Context: an optimization exercise on an open-source flow, tuned for small area. The choices shown serve that exercise and are no tape-out recipe. Function not checked in this run: the RTL went through the layout flow alone.

==> flow/design.v <==
`timescale 1ps / 1ps
module sqrt
#(
    parameter integer D_W = 32
)
(
    input  wire                clk,
    input  wire                rst,
    input  wire                enable,
    input  wire                in_valid,
    input  wire [D_W-1:0]      qin,
    output wire                out_valid,
    output wire [(D_W>>1)-1:0] qout
);
reg [5:0] v;
always @(posedge clk) begin
    if (rst) v <= 6'd0;
    else if (enable) v <= {v[4:0], in_valid};
end
assign out_valid = v[5];
wire [2:0] t0 = {1'b0, qin[31:30]} - 3'd1;
wire [0:0] q1 = ~t0[2];
wire [2:0] r1 = t0[2:0];
wire [4:0] a1 = {r1, qin[29:28]};
wire p1 = ~r1[2];
wire [4:0] t1 = a1 + {{2{p1}}, q1 ^ {1{p1}}, 2'b11};
wire [1:0] q2 = {q1, ~t1[4]};
wire [3:0] r2 = t1[3:0];
wire [5:0] a2 = {r2, qin[27:26]};
wire p2 = ~r2[3];
wire [5:0] t2 = a2 + {{2{p2}}, q2 ^ {2{p2}}, 2'b11};
wire [2:0] q3 = {q2, ~t2[5]};
wire [4:0] r3 = t2[4:0];
wire [6:0] a3 = {r3, qin[25:24]};
wire p3 = ~r3[4];
wire [6:0] t3 = a3 + {{2{p3}}, q3 ^ {3{p3}}, 2'b11};
wire [3:0] q4 = {q3, ~t3[6]};
wire [5:0] r4 = t3[5:0];
reg [3:0] q_s0;
reg [5:0] r_s0;
reg [23:0] x_s0;
always @(posedge clk) begin
    if (enable) begin
        q_s0 <= q4;
        r_s0 <= r4;
        x_s0 <= qin[23:0];
    end
end
wire [7:0] a4 = {r_s0, x_s0[23:22]};
wire p4 = ~r_s0[5];
wire [7:0] t4 = a4 + {{2{p4}}, q_s0 ^ {4{p4}}, 2'b11};
wire [4:0] q5 = {q_s0, ~t4[7]};
wire [6:0] r5 = t4[6:0];
wire [8:0] a5 = {r5, x_s0[21:20]};
wire p5 = ~r5[6];
wire [8:0] t5 = a5 + {{2{p5}}, q5 ^ {5{p5}}, 2'b11};
wire [5:0] q6 = {q5, ~t5[8]};
wire [7:0] r6 = t5[7:0];
wire [9:0] a6 = {r6, x_s0[19:18]};
wire p6 = ~r6[7];
wire [9:0] t6 = a6 + {{2{p6}}, q6 ^ {6{p6}}, 2'b11};
wire [6:0] q7 = {q6, ~t6[9]};
wire [8:0] r7 = t6[8:0];
reg [6:0] q_s1;
reg [8:0] r_s1;
reg [17:0] x_s1;
always @(posedge clk) begin
    if (enable) begin
        q_s1 <= q7;
        r_s1 <= r7;
        x_s1 <= x_s0[17:0];
    end
end
wire [10:0] a7 = {r_s1, x_s1[17:16]};
wire p7 = ~r_s1[8];
wire [10:0] t7 = a7 + {{2{p7}}, q_s1 ^ {7{p7}}, 2'b11};
wire [7:0] q8 = {q_s1, ~t7[10]};
wire [9:0] r8 = t7[9:0];
wire [11:0] a8 = {r8, x_s1[15:14]};
wire p8 = ~r8[9];
wire [11:0] t8 = a8 + {{2{p8}}, q8 ^ {8{p8}}, 2'b11};
wire [8:0] q9 = {q8, ~t8[11]};
wire [10:0] r9 = t8[10:0];
reg [8:0] q_s2;
reg [10:0] r_s2;
reg [13:0] x_s2;
always @(posedge clk) begin
    if (enable) begin
        q_s2 <= q9;
        r_s2 <= r9;
        x_s2 <= x_s1[13:0];
    end
end
wire [12:0] a9 = {r_s2, x_s2[13:12]};
wire p9 = ~r_s2[10];
wire [12:0] t9 = a9 + {{2{p9}}, q_s2 ^ {9{p9}}, 2'b11};
wire [9:0] q10 = {q_s2, ~t9[12]};
wire [11:0] r10 = t9[11:0];
wire [13:0] a10 = {r10, x_s2[11:10]};
wire p10 = ~r10[11];
wire [13:0] t10 = a10 + {{2{p10}}, q10 ^ {10{p10}}, 2'b11};
wire [10:0] q11 = {q10, ~t10[13]};
wire [12:0] r11 = t10[12:0];
reg [10:0] q_s3;
reg [12:0] r_s3;
reg [9:0] x_s3;
always @(posedge clk) begin
    if (enable) begin
        q_s3 <= q11;
        r_s3 <= r11;
        x_s3 <= x_s2[9:0];
    end
end
wire [14:0] a11 = {r_s3, x_s3[9:8]};
wire p11 = ~r_s3[12];
wire [14:0] t11 = a11 + {{2{p11}}, q_s3 ^ {11{p11}}, 2'b11};
wire [11:0] q12 = {q_s3, ~t11[14]};
wire [13:0] r12 = t11[13:0];
wire [15:0] a12 = {r12, x_s3[7:6]};
wire p12 = ~r12[13];
wire [15:0] t12 = a12 + {{2{p12}}, q12 ^ {12{p12}}, 2'b11};
wire [12:0] q13 = {q12, ~t12[15]};
wire [14:0] r13 = t12[14:0];
reg [12:0] q_s4;
reg [14:0] r_s4;
reg [5:0] x_s4;
always @(posedge clk) begin
    if (enable) begin
        q_s4 <= q13;
        r_s4 <= r13;
        x_s4 <= x_s3[5:0];
    end
end
wire [16:0] a13 = {r_s4, x_s4[5:4]};
wire p13 = ~r_s4[14];
wire [16:0] t13 = a13 + {{2{p13}}, q_s4 ^ {13{p13}}, 2'b11};
wire [13:0] q14 = {q_s4, ~t13[16]};
wire [15:0] r14 = t13[15:0];
wire [17:0] a14 = {r14, x_s4[3:2]};
wire p14 = ~r14[15];
wire [17:0] t14 = a14 + {{2{p14}}, q14 ^ {14{p14}}, 2'b11};
wire [14:0] q15 = {q14, ~t14[17]};
wire [16:0] r15 = t14[16:0];
reg [14:0] q_s5;
reg [16:0] r_s5;
reg [1:0] x_s5;
always @(posedge clk) begin
    if (enable) begin
        q_s5 <= q15;
        r_s5 <= r15;
        x_s5 <= x_s4[1:0];
    end
end
wire [18:0] a15 = {r_s5, x_s5[1:0]};
wire p15 = ~r_s5[16];
wire [18:0] t15 = a15 + {{2{p15}}, q_s5 ^ {15{p15}}, 2'b11};
wire [15:0] q16 = {q_s5, ~t15[18]};
assign qout = q16;
endmodule
==> flow/run.sh <==
#!/bin/bash
# synth_recipe.tcl (not shown) runs the flow's synth.tcl, then flattens the netlist and writes it again
# the make line also repeats each setting of config.mk as NAME=value (left out here)
make -C /OpenROAD-flow-scripts/flow DESIGN_CONFIG=/design/flow/config.mk WORK_HOME=/design/flow/orfs CLKGATE_MAP_FILE= SYNTH_SCRIPT=/design/flow/synth_recipe.tcl finish
==> flow/config.mk <==
export PLATFORM = sky130hd
export DESIGN_NAME = sqrt
export DESIGN_NICKNAME = sqrt
export VERILOG_FILES = /design/flow/design.v
export SDC_FILE = /design/flow/constraint.sdc
export NUM_CORES = 4
export LEC_CHECK = 0
export CAP_MARGIN = 20
export CORE_MARGIN = 2
export CORE_UTILIZATION = 40
export SLEW_MARGIN = 20
==> flow/constraint.sdc <==
create_clock -name core_clock -period 5.0 [get_ports {clk}]
set_input_delay 1.0000 -clock core_clock [delete_from_list [all_inputs] [get_ports {clk}]]
set_output_delay 1.0000 -clock core_clock [all_outputs]
set_load 0.01 [all_outputs]
==> summary.md <==
| Metric | Value |
|---|---|
| Status | `finished clean` |
| Reg clk slew, reported paths | `roughly 60 ps` |
| Via/cell ratio | `4.918` |
| Placer Congestion | `0.8490` |
| Layout area overhead | `16.90%` |
| Inserted Diodes | `0` |
| Synth Cell Area | `roughly 13000 sq um` |
| Syn_nets | `1335` |
| Worst Min Path Start | `x_s2[2]` |
| Most common cell after layout, fill and taps aside | `edfxtp_1` |
| Clock sinks | `210` |
| Syn Area/Cell | `around 11 sq um` |
| CTS root buffer | `clkbuf_16` |
| Die Y | `between 150 and 200 um` |
| Largest net degree at the start of global routing | `100` |
| Max H-tree Level | `1` |
| FP Rows | `66` |
| Number of synthesized flops with an enable pin | `204` |
| Ys flop type | `edfxtp_1` |
| Final clock skew | `approximately 11 ps` |
| Die ar. | `around 34000 sq um` |
| Core Box Area | `~33000 sq um` |
| Detail Placement HPWL | `18.23 mm` |
| Final Hold Violating Endpoints | `0` |
| GRT overflow | `0` |
| Final nets | `around 1400` |
| Final period util | `a little over nine tenths` |
| Vias | `8468` |
| YS warnings | `1` |
| GRT Total Usage | `13.90%` |
| Slew Limit Fails | `0` |
| Clock tree buffer depth | `3` |
| Max-Cap Viols | `0` |
| DRT Pass-1 Iters | `4` |
| Arrival @ worst endpoint | `5140 ps` |
| I/O pin cnt | `between 50 and 60` |
| Final Worst Setup Slack | `143.0 ps` |
| Worst Reg-to-Reg Cells | `25` |
| Cts bufs inserted | `25` |
| RSZ-0062 raised after global routing | `true` |
| Reg2reg start | `q_s0[0]` |
| Sequential fraction of the synthesis area | `47.34%` |
| Slew HR | `a little under half` |
| Number of global-route vias before repair | `8309` |
| Worst hold path type | `reg2reg` |
| Average wire per standard cell | `13.72 um` |
| Worst Max-Slew Pin Slew | `810.1 ps` |
| Final setup violation count | `0` |
| Fin crit period | `4857 ps` |
| Synth Instances | `roughly 1200` |
| Crit Path Category | `reg2reg` |
| Detail Route Antenna Nets | `0` |
| Drt total wl | `23.63 mm` |
| CP Launch Point | `q_s0[0]` |
| Fill cell total of the finished layout | `3039` |
| Crit Path Max Fanout | `3` |
| Hold_ws | `413.3 ps` |
| Final core occ | `47.40%` |
| PortBufs | `52` |
| Die W | `around 190 um` |
| RR Endpoint | `r_s1[7]` |
| Antenna violations before repair | `0` |
| Yosys reg bits | `210` |
| Share of layout cells above drive strength 1 | `8.281%` |
| CP startpoint kind | `flop` |
| DRC viols | `0` |
| Max Clk Rate | `205.9 MHz` |
| Initial DRC Count | `314` |
| R2r setup slk | `140 ps` |
| Setup crit end | `r_s1[7]` |
| Worst-skew pair later-pin latency | `530 ps` |
| Initial core utilization | `40.55%` |
| CTS tree | `built` |
| Dpl ws | `-25.20 ps` |
| Req. time, crit path | `5280 ps` |
| CP endpoint kind | `flop` |
| Unique masters post-synth | `66` |
| Cts-stage hold buffer count | `0` |
| Most frequent cells in the layout | `204 x edfxtp_1, 154 x xnor2_1, 147 x ha_1` |
| Global-route wire length before repair | `38.72 mm` |
| Async S/R FF share, synth | `0%` |
-- worst min path at each step --
stage	slack, ps	end	depth (start not counted)
2_1_floorplan	400	x_s1[0]	0
3_3_place_gp	400	x_s2[10]	0
3_5_place_dp	400	x_s3[2]	0
4_1_cts	420	x_s3[2]	0
5_1_grt	420	x_s3[2]	0
6_report	410	x_s3[2]	0
-- cell usage after synthesis, drive strengths merged, types with 3 or more instances --
cell type  count  share of area, %
a2111oi        3              0.20
a211oi         4              0.27
a21boi         5              0.28
a21o          29               1.7
a21oi         62               2.4
a31oi          8              0.49
and2           5              0.24
and3           7              0.33
buf            4              0.28
clkbuf         9              0.26
dfxtp          6              0.91
edfxtp       204                46
ha           147                14
inv           86               2.4
mux2i          7              0.53
nand2         39               1.1
nand2b        18              0.85
nand3          9              0.34
nand3b         6              0.34
nand4          3              0.14
nor2          78               2.2
nor2b         21               1.0
nor3          24               1.0
o21a          33               1.9
o21ai         60               2.3
o21bai         5              0.28
o22ai          3              0.14
o311ai         3              0.20
o31a           3              0.20
o31ai          5              0.32
o41ai          5              0.33
or2            5              0.24
or3            4              0.19
xnor2        157                10
xor2          54               3.6
-- worst max-delay path: stages (launching register included) --
cell and delay (ps):
edfxtp_1 400, xnor2_1 150, ha_1 330, o21a_1 130, o21a_1 180, o21ai_1 120
nand2b_1 80, a21o_1 180, a21o_1 190, xnor2_1 130, ha_1 320, o21a_1 160
o21a_1 160, o21ai_2 70, a21boi_2 190, mux2i_1 230, o2111ai_2 160, xnor2_1 160
ha_1 330, o21a_1 130, o21a_1 180, o21ai_1 110, nand2b_1 90, a21o_1 180
a21oi_2 160, xnor2_1 90
-- metrics by stage --
step	instances	TNS [ps]	instance area, sq um
floorplan	1152	0	13210
global placement	1669	0	14500
detailed placement	1669	-25.20	14500
CTS	1715	0	15330
global route	1722	-568.0	15420
finish	1722	0	15420
-- registers in the layout, indices dropped and copies added (netlist names), 10 cells and up --
| register | cells |
|---|---|
| q_s5 | 15 |
| x_s0 | 24 |
| q_s4 | 13 |
| r_s2 | 11 |
| r_s5 | 17 |
| r_s3 | 13 |
| x_s3 | 10 |
| q_s3 | 11 |
| r_s4 | 15 |
| x_s1 | 18 |
| x_s2 | 14 |
-- cells by family (layout without fill, tap and decap cells) --
family          count (synthesis)  count (layout)  share of synthesized area [%]
compound gates                254             254                          12.81
simple gates                  224             224                          8.326
xor+xnor                      211             211                          14.06
flops                         210             210                          47.34
fa+ha+maj                     147             147                          13.94
buf+inv                        99             227                          2.987
mux                             7               7                         0.5311
-- final cells by class --
cell class                 count  area [sq um]  share of cell area (%)
clock buffer                  34         659.4                   4.275
clock inverter                12         158.9                   1.030
inverter                      86         322.8                   2.093
multi-input combinational    843          6616                   42.90
sequential                   210          6246                   40.50
tap                          442         553.0                   3.586
timing repair buffer          95         867.1                   5.622
-- layer usage --
| metal | up-vias | wire length [um] | share of wire (%) | global-route usage (%) |
|---|---|---|---|---|
| li1 | 4389 | - | - | - |
| met1 | 3930 | 10230 | 43 | 15.88 |
| met2 | 107 | 12140 | 51 | 26.51 |
| met3 | 42 | 615 | 2.6 | 2.172 |
| met4 | 0 | 640 | 2.7 | 4.157 |
| met5 | - | 0 | 0 | 0 |
-- what timing repair did --
item,CTS,global route
pin swaps,0,22
buffers inserted,0,7
setup endpoints to repair,1,11
hold endpoints to repair,0,0
gates resized for setup,2,17

-- port drivers added, routing unchanged --
How much do the figures lean on ideal ports? The routed layout below was timed once more, with nothing changed but the port constraints.
Step 1 sets driving cells, clkbuf_16 on the clock port and buf_2 on the other inputs (assumed; they add their load-dependent delay and slew).
Step 2 moves the port delays by t, midway between the first and last clock arrival at a register: inputs arrive t later, outputs are due t later. That takes back most of the time a late clock gives input paths.
Slacks: ideal / step 1 / step 2; pairs: ideal / step 1.
t (ns): 0.571
setup WS [ns]: 0.143 / 0.143 / 0.143
clock arrival spread, ns: 0.014 / 0.013
worst data-port slew with drivers (ns): 0.04
After both steps this run still meets setup and hold. For this run, drivers alone change the setup slack by 0.000 ns; drivers and shift together by 0.000 ns.
